What follows belongs to an exercise in optimizing a design on an open flow for small area; a production flow would make more cautious choices. Function was checked by simulation only, so behaviour that the tests miss may differ from the original. Power and IR drop assume default switching activity.

==> v15: inputs <==
==> flow/design.v (excerpt) <==
module fury(clk, rst, power, btn, game_tick, move, pace, scan, bg_data,
            segment, an, vsync, hsync, vga_R, vga_G, vga_B, Led, bg_addr);
==> flow/config.mk <==
export PLATFORM = sky130hd
export DESIGN_NAME = fury
export DESIGN_NICKNAME = fury
export VERILOG_FILES = /design/flow/design.v
export SDC_FILE = /design/flow/constraint.sdc
export NUM_CORES = 4
export LEC_CHECK = 0
export CAP_MARGIN = 20
export CORE_MARGIN = 2
export CORE_UTILIZATION = 20
export PLACE_DENSITY = 0.3
export SLEW_MARGIN = 20
==> flow/constraint.sdc <==
create_clock -name core_clock -period 20.0 [get_ports {clk}]
set_input_delay 4.0000 -clock core_clock [delete_from_list [all_inputs] [get_ports {clk}]]
set_output_delay 4.0000 -clock core_clock [all_outputs]
set_load 0.01 [all_outputs]
standard.sh (not shown) runs the stock make flow with config.mk's settings and CLKGATE_MAP_FILE= SYNTH_SCRIPT=/design/flow/synth_recipe.tcl, a recipe that flattens the netlist after the stock synthesis.
==> flow/flow/run.sh <==
#!/bin/bash
# The standard layout (standard.sh), except that synthesis maps the logic with
# an area-oriented ABC script (flow/area.abc) in place of ORFS's speed script.
# Everything else, including the registers, is the standard synthesis.
set -euo pipefail
W=$(pwd)
export FLOW_SYNTH_TCL=$W/synth_recipe.tcl
export AREA_ABC_SCRIPT=$W/flow/area.abc
bash standard.sh SYNTH_SCRIPT=$W/flow/area_synth.tcl finish > standard.log 2>&1
==> flow/flow/area.abc <==
strash
&get -n
&deepsyn -T 600
&put
dch -f
map -a
topo
stime -c
==> flow/flow/area_synth.tcl <==
# The standard flow's synthesis script (synth_recipe.tcl), with yosys's abc pass given
# the ABC script flow/area.abc instead of ORFS's mapping script.
proc abc {args} {
  set i [lsearch $args -script]
  if {$i >= 0} {
    set args [lreplace $args $i [expr {$i + 1}] -script $::env(AREA_ABC_SCRIPT)]
  }
  yosys abc {*}$args
}
source $::env(FLOW_SYNTH_TCL)
==> v25 (differences from v15) <==
--- a/flow/config.mk
+++ b/flow/config.mk
@@ -10,2 +10,3 @@
 export CORE_UTILIZATION = 20
+export CTS_BUF_LIST = sky130_fd_sc_hd__clkbuf_4 sky130_fd_sc_hd__clkbuf_8
 export PLACE_DENSITY = 0.3
==> qor summary <==
Fraction of power spent switching nets: v15 45.3%; v25 48.1%
Clock-pin slew of the registers on the worst-case setup and hold paths: v15 0.08 ns; v25 0.12 ns
Power of the clock network: v15 0.342 mW; v25 0.260 mW
Total via count after detailed routing: v15 27659; v25 27622
Routed length on met1: v15 57.5 mm; v25 58.2 mm
Internal reg-to-reg setup slack: v15 11.91 ns; v25 11.99 ns
Wire length of the first global-routing pass: v15 199 mm; v25 199 mm
Leakage component of the power: v15 7.64 nW; v25 7.55 nW
Portion of total power attributed to the clock network: v15 30.7%; v25 25.2%
Switching Power: v15 0.503 mW; v25 0.495 mW
Power per unit of standard cell area: v15 48.0 mW/mm2; v25 44.8 mW/mm2
Least-Margin Pin Slew: v15 1.15 ns; v25 1.15 ns
Length in cells of the worst reg-to-reg path: v15 28; v25 26
Fraction of standard cell area in multi-input logic: v15 61.5%; v25 62.0%
Worst vdd rail ir drop: v15 0.0658 mV; v25 0.0454 mV
Final min period: v15 10.71 ns; v25 10.72 ns
Seq/total area: v15 15.0%; v25 15.2%
Final-layout fill cell count: v15 11340; v25 11363
Result of the run: v15 finished clean; v25 finished clean
Final setup skew: v15 0.0241 ns; v25 0.0311 ns
Vias per cell: v15 5.75; v25 5.74
Clock insertion delay at the later pin of the skew report: v15 0.49 ns; v25 0.57 ns
Wire length on met2: v15 59.1 mm; v25 58.9 mm
Max frequency: v15 93.3 MHz; v25 93.3 MHz

========
==> inputs of 03-14 <==
fury, a different RTL version from the one above (not shown whole).
// fury
module fury(clk, rst, power, btn, game_tick, move, pace, scan, bg_data,
            segment, an, vsync, hsync, vga_R, vga_G, vga_B, Led, bg_addr);
==> flow/config.mk <==
export PLATFORM = sky130hd
export DESIGN_NAME = fury
export DESIGN_NICKNAME = fury
export VERILOG_FILES = /design/flow/design.v
export SDC_FILE = /design/flow/constraint.sdc
export NUM_CORES = 4
export LEC_CHECK = 0
export CAP_MARGIN = 20
export CORE_MARGIN = 2
export CORE_UTILIZATION = 20
export CTS_BUF_LIST = sky130_fd_sc_hd__clkbuf_8
export CTS_CLUSTER_SIZE = 10
export PLACE_DENSITY = 0.3
export SLEW_MARGIN = 20
==> flow/constraint.sdc <==
create_clock -name core_clock -period 20.0 [get_ports {clk}]
set_input_delay 4.0000 -clock core_clock [delete_from_list [all_inputs] [get_ports {clk}]]
set_output_delay 4.0000 -clock core_clock [all_outputs]
set_load 0.01 [all_outputs]
==> flow/flow/run.sh <==
#!/bin/bash
# The standard layout (standard.sh), except that:
# - synthesis maps the logic with an area-oriented ABC script (flow/area.abc:
#   &deepsyn, then area-oriented &nf mapping)
#   in place of ORFS's speed script; everything else, including the
#   registers, is the standard synthesis;
# - the buffers that placement puts on every input and output port are
#   sky130_fd_sc_hd__buf_1 (BUFFER_PORTS_ARGS of ORFS's buffer_ports call).
set -euo pipefail
W=$(pwd)
export FLOW_SYNTH_TCL=$W/synth_recipe.tcl
export AREA_ABC_SCRIPT=$W/flow/area.abc
export BUFFER_PORTS_ARGS="-buffer_cell sky130_fd_sc_hd__buf_1"
bash standard.sh SYNTH_SCRIPT=$W/flow/area_synth.tcl "BUFFER_PORTS_ARGS=$BUFFER_PORTS_ARGS" finish > standard.log 2>&1
==> flow/flow/area.abc <==
strash
&get -n
&deepsyn -T 600
&dch -f
&nf -R 1000 -p -E 100 -F 8 -A 8
&put
topo
stime -c
Scripts as last shown in full above: flow/flow/area_synth.tcl
==> 09-07: changes against 03-14 <==
--- a/flow/design.v
+++ b/flow/design.v
@@ -20,15 +20,23 @@
         X_RIGHT_0 = 14,
         X_RIGHT_1 = 34,
         X_RIGHT_2 = 54,
         MONS_W = 20,
         MONS_H = 21;
+    function ge(input [9: 0] a, input [9: 0] k);
+        integer j;
+        begin
+            ge = 1'b1;
+            for (j = 0; j < 10; j = j + 1)
+                ge = k[j] ? (a[j] & ge) : (a[j] | ge);
+        end
+    endfunction
     function in_x(input [9: 0] xc, input integer x);
-        in_x = (xc >= 299 + 2 * x) && (xc < 299 + 2 * (x + MONS_W));
+        in_x = ge(xc, 299 + 2 * x) && !ge(xc, 299 + 2 * (x + MONS_W));
     endfunction
     function in_y(input [9: 0] yc, input integer y);
-        in_y = (yc >= 31 + 2 * y) && (yc < 31 + 2 * (y + MONS_H));
+        in_y = ge(yc, 31 + 2 * y) && !ge(yc, 31 + 2 * (y + MONS_H));
     endfunction
     wire [3: 0] d0, d1;
     assign d0 = {dir0 == 2'd3, dir0 == 2'd2, dir0 == 2'd1, dir0 == 2'd0};
     assign d1 = {dir1 == 2'd3, dir1 == 2'd2, dir1 == 2'd1, dir1 == 2'd0};
     wire in_v = in_x(x_cnt, X_VERT);
@@ -49,21 +57,34 @@
     assign monster_down_on = dn0 | dn1 | dn2;
     assign monster_left_on = lf0 | lf1 | lf2;
     assign monster_right_on = rt0 | rt1 | rt2;
     wire vert = monster_up_on | monster_down_on;
     wire hori = monster_left_on | monster_right_on;
+    function [5: 0] sub6(input [9: 0] a, input [9: 0] k);
+        reg [5: 0] nk;
+        reg c;
+        integer j;
+        begin
+            nk = ~k[5: 0];
+            c = 1'b1;
+            for (j = 0; j < 6; j = j + 1) begin
+                sub6[j] = a[j] ^ nk[j] ^ c;
+                c = (a[j] & nk[j]) | (c & (a[j] ^ nk[j]));
+            end
+        end
+    endfunction
     function [4: 0] off_x(input [9: 0] xc, input integer x);
-        reg [9: 0] t;
+        reg [5: 0] t;
         begin
-            t = xc - (299 + 2 * x);
+            t = sub6(xc, 299 + 2 * x);
             off_x = t[5: 1];
         end
     endfunction
     function [4: 0] off_y(input [9: 0] yc, input integer y);
-        reg [9: 0] t;
+        reg [5: 0] t;
         begin
-            t = yc - (31 + 2 * y);
+            t = sub6(yc, 31 + 2 * y);
             off_y = t[5: 1];
         end
     endfunction
     wire [4: 0] x_monster = ({5{vert}} & off_x(x_cnt, X_VERT)) |
         ({5{lf0}} & off_x(x_cnt, X_LEFT_0)) |
@@ -93,28 +114,60 @@
     input wire [7: 0] m_up, m_down, m_hor, hero_pix;
     input wire t_up, t_down, t_hor, t_hero;
     output wire [2: 0] hero_img;
     output wire [4: 0] hero_y, hero_x;
     output reg [7: 0] RGB;
+    function ge(input [9: 0] a, input [9: 0] k);
+        integer j;
+        begin
+            ge = 1'b1;
+            for (j = 0; j < 10; j = j + 1)
+                ge = k[j] ? (a[j] & ge) : (a[j] | ge);
+        end
+    endfunction
+    function [5: 0] sub6(input [9: 0] a, input [9: 0] k);
+        reg [5: 0] nk;
+        reg c;
+        integer j;
+        begin
+            nk = ~k[5: 0];
+            c = 1'b1;
+            for (j = 0; j < 6; j = j + 1) begin
+                sub6[j] = a[j] ^ nk[j] ^ c;
+                c = (a[j] & nk[j]) | (c & (a[j] ^ nk[j]));
+            end
+        end
+    endfunction
+    function [15: 0] add16(input [15: 0] a, input [15: 0] b);
+        reg c;
+        integer j;
+        begin
+            c = 1'b0;
+            for (j = 0; j < 16; j = j + 1) begin
+                add16[j] = a[j] ^ b[j] ^ c;
+                c = (a[j] & b[j]) | (c & (a[j] ^ b[j]));
+            end
+        end
+    endfunction
     reg [15: 0] addr_r;
     wire x297 = (x_cnt == 10'd297);
     wire x298 = (x_cnt == 10'd298);
-    wire step = !x_cnt[0] && (x_cnt >= 10'd300) && (x_cnt <= 10'd626);
+    wire step = !x_cnt[0] && ge(x_cnt, 10'd300) && !ge(x_cnt, 10'd627);
     wire [15: 0] addr_inc = x297 ? (y_cnt[0] ? 16'd256 : 16'd91) :
                             x298 ? 16'hff01 : {15'b0, step};
     always @(posedge clk) begin
         if (x298 && y_cnt == 10'd31)
             addr_r <= 16'd0;
         else
-            addr_r <= addr_r + addr_inc;
+            addr_r <= add16(addr_r, addr_inc);
     end
     assign addr_bg = addr_r;
-    wire bg_x = (x_cnt >= 10'd299) && (x_cnt < 10'd629);
-    wire draw = bg_x && (y_cnt >= 10'd32) && (y_cnt < 10'd511);
-    wire hero_in = (x_cnt >= 10'd443) && (x_cnt < 10'd485) && (y_cnt >= 10'd255) && (y_cnt < 10'd293);
-    wire [9: 0] hxp = x_cnt - 10'd444;
-    wire [9: 0] hyp = y_cnt - 10'd255;
+    wire bg_x = ge(x_cnt, 10'd299) && !ge(x_cnt, 10'd629);
+    wire draw = bg_x && ge(y_cnt, 10'd32) && !ge(y_cnt, 10'd511);
+    wire hero_in = ge(x_cnt, 10'd443) && !ge(x_cnt, 10'd485) && ge(y_cnt, 10'd255) && !ge(y_cnt, 10'd293);
+    wire [5: 0] hxp = sub6(x_cnt, 10'd444);
+    wire [5: 0] hyp = sub6(y_cnt, 10'd255);
     assign hero_x = hxp[5: 1];
     assign hero_y = hyp[5: 1];
     assign hero_img = pressing ? {1'b1, state_hero} : {2'b00, ~pace};
     wire monster_on = monster_up_on | monster_down_on | monster_left_on | monster_right_on;
     reg [7: 0] pix;
@@ -145,28 +198,47 @@
 endmodule
 module VGA_generator(clk, rst, hsync, vsync, x_cnt, y_cnt);
     input wire clk, rst;
     output wire vsync, hsync;
     output reg [9: 0] x_cnt, y_cnt;
+    function [9: 0] inc10(input [9: 0] a);
+        reg c;
+        integer j;
+        begin
+            c = 1'b1;
+            for (j = 0; j < 10; j = j + 1) begin
+                inc10[j] = a[j] ^ c;
+                c = a[j] & c;
+            end
+        end
+    endfunction
+    function ge(input [9: 0] a, input [9: 0] k);
+        integer j;
+        begin
+            ge = 1'b1;
+            for (j = 0; j < 10; j = j + 1)
+                ge = k[j] ? (a[j] & ge) : (a[j] | ge);
+        end
+    endfunction
     always @(posedge clk) begin
         if (rst)
             x_cnt <= 0;
         else if (x_cnt == 10'd799)
             x_cnt <= 0;
         else
-            x_cnt <= x_cnt + 1;
+            x_cnt <= inc10(x_cnt);
     end
     always @(posedge clk) begin
         if (rst)
             y_cnt <= 0;
         else if (y_cnt == 10'd520)
             y_cnt <= 0;
         else if (x_cnt == 10'd799)
-            y_cnt <= y_cnt + 1;
+            y_cnt <= inc10(y_cnt);
     end
-    assign hsync = (x_cnt >= 10'd96);
-    assign vsync = (y_cnt >= 10'd2);
+    assign hsync = ge(x_cnt, 10'd96);
+    assign vsync = ge(y_cnt, 10'd2);
 endmodule
 module VGA_render(RGB, vga_R, vga_G, vga_B);
     input wire [7: 0] RGB;
     output wire [2: 0] vga_R, vga_G;
     output wire [1: 0] vga_B;
@@ -326,23 +398,41 @@
             if (power && !power_d)
                 toggle <= ~toggle;
         end
     end
     wire start_attack = alive && pressing && !pressed;
+    wire [31: 0] cnt_k = pressing ? 32'd233 : 32'd1;
+    reg [31: 0] cnt_next;
+    reg [8: 0] cnt_attack_next;
+    reg cy;
+    integer j;
+    always @* begin
+        cy = 1'b0;
+        for (j = 0; j < 32; j = j + 1) begin
+            cnt_next[j] = cnt[j] ^ cnt_k[j] ^ cy;
+            cy = (cnt[j] & cnt_k[j]) | (cy & (cnt[j] ^ cnt_k[j]));
+        end
+    end
+    reg ca;
+    integer m;
+    always @* begin
+        ca = 1'b1;
+        for (m = 0; m < 9; m = m + 1) begin
+            cnt_attack_next[m] = cnt_attack[m] ^ ca;
+            ca = cnt_attack[m] & ca;
+        end
+    end
     always @(posedge clk) begin
       if (rst) begin
         cnt <= 0;
         alive <= 0;
         toggled <= 0;
         attacking <= 0;
         moved <= 0;
       end else if (game_tick) begin
         moved <= clk_move;
-        if (pressing)
-            cnt <= cnt + 233;
-        else
-            cnt <= cnt + 1;
+        cnt <= cnt_next;
         toggled <= toggle;
         if (toggled != toggle)
             alive <= ~alive;
         else
             alive <= ~die & alive;
@@ -363,11 +453,11 @@
         pressed <= pressing;
         if (start_attack) begin
             attack <= state_hero;
             cnt_attack <= 0;
         end else if (alive && attacking && cnt_attack != 500)
-            cnt_attack <= cnt_attack + 1;
+            cnt_attack <= cnt_attack_next;
       end
     end
 endmodule
 module Sprite_roms(mon_addr, pace, mirror, hero_img, hero_y, hero_x, m_up, m_down, m_hor, t_up, t_down, t_hor, hero_pix, t_hero);
     input wire [9: 0] mon_addr;
==> flow/flow/run.sh (replaced) <==
#!/bin/bash
# The standard layout (standard.sh), except that:
# - synthesis maps the logic with an area-oriented ABC script (flow/area.abc:
#   &deepsyn, then area-oriented &nf mapping)
#   in place of ORFS's speed script; everything else, including the
#   registers, is the standard synthesis;
# - synthesis does not extract full and half adders (ADDER_MAP_FILE empty),
#   so ABC maps the adders with the rest of the logic;
# - the buffers that placement puts on every input and output port are
#   sky130_fd_sc_hd__buf_1 (BUFFER_PORTS_ARGS of ORFS's buffer_ports call).
set -euo pipefail
W=$(pwd)
export FLOW_SYNTH_TCL=$W/synth_recipe.tcl
export AREA_ABC_SCRIPT=$W/flow/area.abc
export BUFFER_PORTS_ARGS="-buffer_cell sky130_fd_sc_hd__buf_1"
bash standard.sh SYNTH_SCRIPT=$W/flow/area_synth.tcl ADDER_MAP_FILE= "BUFFER_PORTS_ARGS=$BUFFER_PORTS_ARGS" finish > standard.log 2>&1
==> flow/flow/area.abc (replaced) <==
strash
&get -n
&deepsyn -T 900
&dch -f
&nf -R 1000 -p -E 100 -F 8 -A 8
&put
topo
stime -c
==> 10-08: changes against 03-14 <==
--- a/flow/design.v
+++ b/flow/design.v
@@ -20,15 +20,23 @@
         X_RIGHT_0 = 14,
         X_RIGHT_1 = 34,
         X_RIGHT_2 = 54,
         MONS_W = 20,
         MONS_H = 21;
+    function ge(input [9: 0] a, input [9: 0] k);
+        integer j;
+        begin
+            ge = 1'b1;
+            for (j = 0; j < 10; j = j + 1)
+                ge = k[j] ? (a[j] & ge) : (a[j] | ge);
+        end
+    endfunction
     function in_x(input [9: 0] xc, input integer x);
-        in_x = (xc >= 299 + 2 * x) && (xc < 299 + 2 * (x + MONS_W));
+        in_x = ge(xc, 299 + 2 * x) && !ge(xc, 299 + 2 * (x + MONS_W));
     endfunction
     function in_y(input [9: 0] yc, input integer y);
-        in_y = (yc >= 31 + 2 * y) && (yc < 31 + 2 * (y + MONS_H));
+        in_y = ge(yc, 31 + 2 * y) && !ge(yc, 31 + 2 * (y + MONS_H));
     endfunction
     wire [3: 0] d0, d1;
     assign d0 = {dir0 == 2'd3, dir0 == 2'd2, dir0 == 2'd1, dir0 == 2'd0};
     assign d1 = {dir1 == 2'd3, dir1 == 2'd2, dir1 == 2'd1, dir1 == 2'd0};
     wire in_v = in_x(x_cnt, X_VERT);
@@ -49,21 +57,34 @@
     assign monster_down_on = dn0 | dn1 | dn2;
     assign monster_left_on = lf0 | lf1 | lf2;
     assign monster_right_on = rt0 | rt1 | rt2;
     wire vert = monster_up_on | monster_down_on;
     wire hori = monster_left_on | monster_right_on;
+    function [5: 0] sub6(input [9: 0] a, input [9: 0] k);
+        reg [5: 0] nk;
+        reg c;
+        integer j;
+        begin
+            nk = ~k[5: 0];
+            c = 1'b1;
+            for (j = 0; j < 6; j = j + 1) begin
+                sub6[j] = a[j] ^ nk[j] ^ c;
+                c = (a[j] & nk[j]) | (c & (a[j] ^ nk[j]));
+            end
+        end
+    endfunction
     function [4: 0] off_x(input [9: 0] xc, input integer x);
-        reg [9: 0] t;
+        reg [5: 0] t;
         begin
-            t = xc - (299 + 2 * x);
+            t = sub6(xc, 299 + 2 * x);
             off_x = t[5: 1];
         end
     endfunction
     function [4: 0] off_y(input [9: 0] yc, input integer y);
-        reg [9: 0] t;
+        reg [5: 0] t;
         begin
-            t = yc - (31 + 2 * y);
+            t = sub6(yc, 31 + 2 * y);
             off_y = t[5: 1];
         end
     endfunction
     wire [4: 0] x_monster = ({5{vert}} & off_x(x_cnt, X_VERT)) |
         ({5{lf0}} & off_x(x_cnt, X_LEFT_0)) |
@@ -93,28 +114,60 @@
     input wire [7: 0] m_up, m_down, m_hor, hero_pix;
     input wire t_up, t_down, t_hor, t_hero;
     output wire [2: 0] hero_img;
     output wire [4: 0] hero_y, hero_x;
     output reg [7: 0] RGB;
+    function ge(input [9: 0] a, input [9: 0] k);
+        integer j;
+        begin
+            ge = 1'b1;
+            for (j = 0; j < 10; j = j + 1)
+                ge = k[j] ? (a[j] & ge) : (a[j] | ge);
+        end
+    endfunction
+    function [5: 0] sub6(input [9: 0] a, input [9: 0] k);
+        reg [5: 0] nk;
+        reg c;
+        integer j;
+        begin
+            nk = ~k[5: 0];
+            c = 1'b1;
+            for (j = 0; j < 6; j = j + 1) begin
+                sub6[j] = a[j] ^ nk[j] ^ c;
+                c = (a[j] & nk[j]) | (c & (a[j] ^ nk[j]));
+            end
+        end
+    endfunction
+    function [15: 0] add16(input [15: 0] a, input [15: 0] b);
+        reg c;
+        integer j;
+        begin
+            c = 1'b0;
+            for (j = 0; j < 16; j = j + 1) begin
+                add16[j] = a[j] ^ b[j] ^ c;
+                c = (a[j] & b[j]) | (c & (a[j] ^ b[j]));
+            end
+        end
+    endfunction
     reg [15: 0] addr_r;
     wire x297 = (x_cnt == 10'd297);
     wire x298 = (x_cnt == 10'd298);
-    wire step = !x_cnt[0] && (x_cnt >= 10'd300) && (x_cnt <= 10'd626);
+    wire step = !x_cnt[0] && ge(x_cnt, 10'd300) && !ge(x_cnt, 10'd627);
     wire [15: 0] addr_inc = x297 ? (y_cnt[0] ? 16'd256 : 16'd91) :
                             x298 ? 16'hff01 : {15'b0, step};
     always @(posedge clk) begin
         if (x298 && y_cnt == 10'd31)
             addr_r <= 16'd0;
         else
-            addr_r <= addr_r + addr_inc;
+            addr_r <= add16(addr_r, addr_inc);
     end
     assign addr_bg = addr_r;
-    wire bg_x = (x_cnt >= 10'd299) && (x_cnt < 10'd629);
-    wire draw = bg_x && (y_cnt >= 10'd32) && (y_cnt < 10'd511);
-    wire hero_in = (x_cnt >= 10'd443) && (x_cnt < 10'd485) && (y_cnt >= 10'd255) && (y_cnt < 10'd293);
-    wire [9: 0] hxp = x_cnt - 10'd444;
-    wire [9: 0] hyp = y_cnt - 10'd255;
+    wire bg_x = ge(x_cnt, 10'd299) && !ge(x_cnt, 10'd629);
+    wire draw = bg_x && ge(y_cnt, 10'd32) && !ge(y_cnt, 10'd511);
+    wire hero_in = ge(x_cnt, 10'd443) && !ge(x_cnt, 10'd485) && ge(y_cnt, 10'd255) && !ge(y_cnt, 10'd293);
+    wire [5: 0] hxp = sub6(x_cnt, 10'd444);
+    wire [5: 0] hyp = sub6(y_cnt, 10'd255);
     assign hero_x = hxp[5: 1];
     assign hero_y = hyp[5: 1];
     assign hero_img = pressing ? {1'b1, state_hero} : {2'b00, ~pace};
     wire monster_on = monster_up_on | monster_down_on | monster_left_on | monster_right_on;
     reg [7: 0] pix;
@@ -145,28 +198,47 @@
 endmodule
 module VGA_generator(clk, rst, hsync, vsync, x_cnt, y_cnt);
     input wire clk, rst;
     output wire vsync, hsync;
     output reg [9: 0] x_cnt, y_cnt;
+    function [9: 0] inc10(input [9: 0] a);
+        reg c;
+        integer j;
+        begin
+            c = 1'b1;
+            for (j = 0; j < 10; j = j + 1) begin
+                inc10[j] = a[j] ^ c;
+                c = a[j] & c;
+            end
+        end
+    endfunction
+    function ge(input [9: 0] a, input [9: 0] k);
+        integer j;
+        begin
+            ge = 1'b1;
+            for (j = 0; j < 10; j = j + 1)
+                ge = k[j] ? (a[j] & ge) : (a[j] | ge);
+        end
+    endfunction
     always @(posedge clk) begin
         if (rst)
             x_cnt <= 0;
         else if (x_cnt == 10'd799)
             x_cnt <= 0;
         else
-            x_cnt <= x_cnt + 1;
+            x_cnt <= inc10(x_cnt);
     end
     always @(posedge clk) begin
         if (rst)
             y_cnt <= 0;
         else if (y_cnt == 10'd520)
             y_cnt <= 0;
         else if (x_cnt == 10'd799)
-            y_cnt <= y_cnt + 1;
+            y_cnt <= inc10(y_cnt);
     end
-    assign hsync = (x_cnt >= 10'd96);
-    assign vsync = (y_cnt >= 10'd2);
+    assign hsync = ge(x_cnt, 10'd96);
+    assign vsync = ge(y_cnt, 10'd2);
 endmodule
 module VGA_render(RGB, vga_R, vga_G, vga_B);
     input wire [7: 0] RGB;
     output wire [2: 0] vga_R, vga_G;
     output wire [1: 0] vga_B;
@@ -326,23 +398,41 @@
             if (power && !power_d)
                 toggle <= ~toggle;
         end
     end
     wire start_attack = alive && pressing && !pressed;
+    wire [31: 0] cnt_k = pressing ? 32'd233 : 32'd1;
+    reg [31: 0] cnt_next;
+    reg [8: 0] cnt_attack_next;
+    reg cy;
+    integer j;
+    always @* begin
+        cy = 1'b0;
+        for (j = 0; j < 32; j = j + 1) begin
+            cnt_next[j] = cnt[j] ^ cnt_k[j] ^ cy;
+            cy = (cnt[j] & cnt_k[j]) | (cy & (cnt[j] ^ cnt_k[j]));
+        end
+    end
+    reg ca;
+    integer m;
+    always @* begin
+        ca = 1'b1;
+        for (m = 0; m < 9; m = m + 1) begin
+            cnt_attack_next[m] = cnt_attack[m] ^ ca;
+            ca = cnt_attack[m] & ca;
+        end
+    end
     always @(posedge clk) begin
       if (rst) begin
         cnt <= 0;
         alive <= 0;
         toggled <= 0;
         attacking <= 0;
         moved <= 0;
       end else if (game_tick) begin
         moved <= clk_move;
-        if (pressing)
-            cnt <= cnt + 233;
-        else
-            cnt <= cnt + 1;
+        cnt <= cnt_next;
         toggled <= toggle;
         if (toggled != toggle)
             alive <= ~alive;
         else
             alive <= ~die & alive;
@@ -363,11 +453,11 @@
         pressed <= pressing;
         if (start_attack) begin
             attack <= state_hero;
             cnt_attack <= 0;
         end else if (alive && attacking && cnt_attack != 500)
-            cnt_attack <= cnt_attack + 1;
+            cnt_attack <= cnt_attack_next;
       end
     end
 endmodule
 module Sprite_roms(mon_addr, pace, mirror, hero_img, hero_y, hero_x, m_up, m_down, m_hor, t_up, t_down, t_hor, hero_pix, t_hero);
     input wire [9: 0] mon_addr;
==> flow/flow/run.sh (replaced) <==
#!/bin/bash
# The standard layout (standard.sh), except that:
# - synthesis maps the logic with an area-oriented ABC script (flow/area.abc:
#   &deepsyn, then area-oriented &nf mapping)
#   in place of ORFS's speed script; everything else, including the
#   registers, is the standard synthesis;
# - synthesis does not extract full and half adders (ADDER_MAP_FILE empty),
#   so ABC maps the adders with the rest of the logic;
# - the buffers that placement puts on every input and output port are
#   sky130_fd_sc_hd__buf_1 (BUFFER_PORTS_ARGS of ORFS's buffer_ports call).
set -euo pipefail
W=$(pwd)
export FLOW_SYNTH_TCL=$W/synth_recipe.tcl
export AREA_ABC_SCRIPT=$W/flow/area.abc
export BUFFER_PORTS_ARGS="-buffer_cell sky130_fd_sc_hd__buf_1"
bash standard.sh SYNTH_SCRIPT=$W/flow/area_synth.tcl ADDER_MAP_FILE= "BUFFER_PORTS_ARGS=$BUFFER_PORTS_ARGS" finish > standard.log 2>&1
CTS_BUF_LIST = default   (was sky130_fd_sc_hd__clkbuf_8)
CTS_CLUSTER_SIZE = default   (was 10)
==> reports/qor.csv <==
metric,value,unit
run status,timing/DRC/antenna clean,
number of signal-net inverters in the final layout,57,
Placed Instances,3988,
logic depth of the worst register-to-register path,28,
first-pass GRT wire length,188200,um
top power group,the clock network,
top achievable clock speed,95.20,MHz
sequential share of the synthesized area,19.83,%
Antenna diodes,1,
startpoint of the worst setup timing path,btn[0],
Starting Density,20.22,%
The numbers above come from 10-08.

==> reports/qor.csv <==
metric,value,unit
run status,timing/DRC/antenna clean,
logic depth of the worst register-to-register path,32,
Antenna diodes,1,
first-pass GRT wire length,177200,um
top achievable clock speed,95.90,MHz
Starting Density,20.20,%
startpoint of the worst setup timing path,btn[0],
top power group,combinational cells,
number of signal-net inverters in the final layout,66,
The numbers above come from 09-07.

==> reports/qor.csv <==
metric,value,unit
run status,timing/DRC/antenna clean,
top power group,registers,
logic depth of the worst register-to-register path,23,
Starting Density,20.17,%
sequential share of the synthesized area,18.18,%
top achievable clock speed,97.31,MHz
The numbers above come from 03-14.

## what the ideal ports hide
In the flow no input, the clock included, has a driving cell. The finished layouts below were timed again as built, in two steps.
Step 1 assumes that a clkbuf_16 drives the clock port and a buf_2 every other input.
Step 2, shift: input delay + t, output delay - t, t = (earliest + latest rising clock arrival at the registers) / 2. This alone moves slack from input paths to output paths.
Three values: ideal ports, drivers, drivers and shift; two values: the first two.
| run | t (ns) | setup slack, ns | worst setup path after step 2 | pins driven straight from the clock port |
|---|---|---|---|---|
| v15 | 0.542 | 9.287 / 9.265 / 9.062 | input to register | 1 |
| v25 | 0.617 | 9.284 / 9.262 / 9.020 | input to register | 1 |
| 03-14 | 0.605 | 9.724 / 9.759 / 9.154 | input to register | 1 |
| 09-07 | 0.601 | 9.573 / 9.604 / 9.003 | input to register | 1 |
| 10-08 | 0.535 | 9.496 / 9.530 / 8.995 | input to register | 1 |
After both steps every run listed still meets setup and hold.
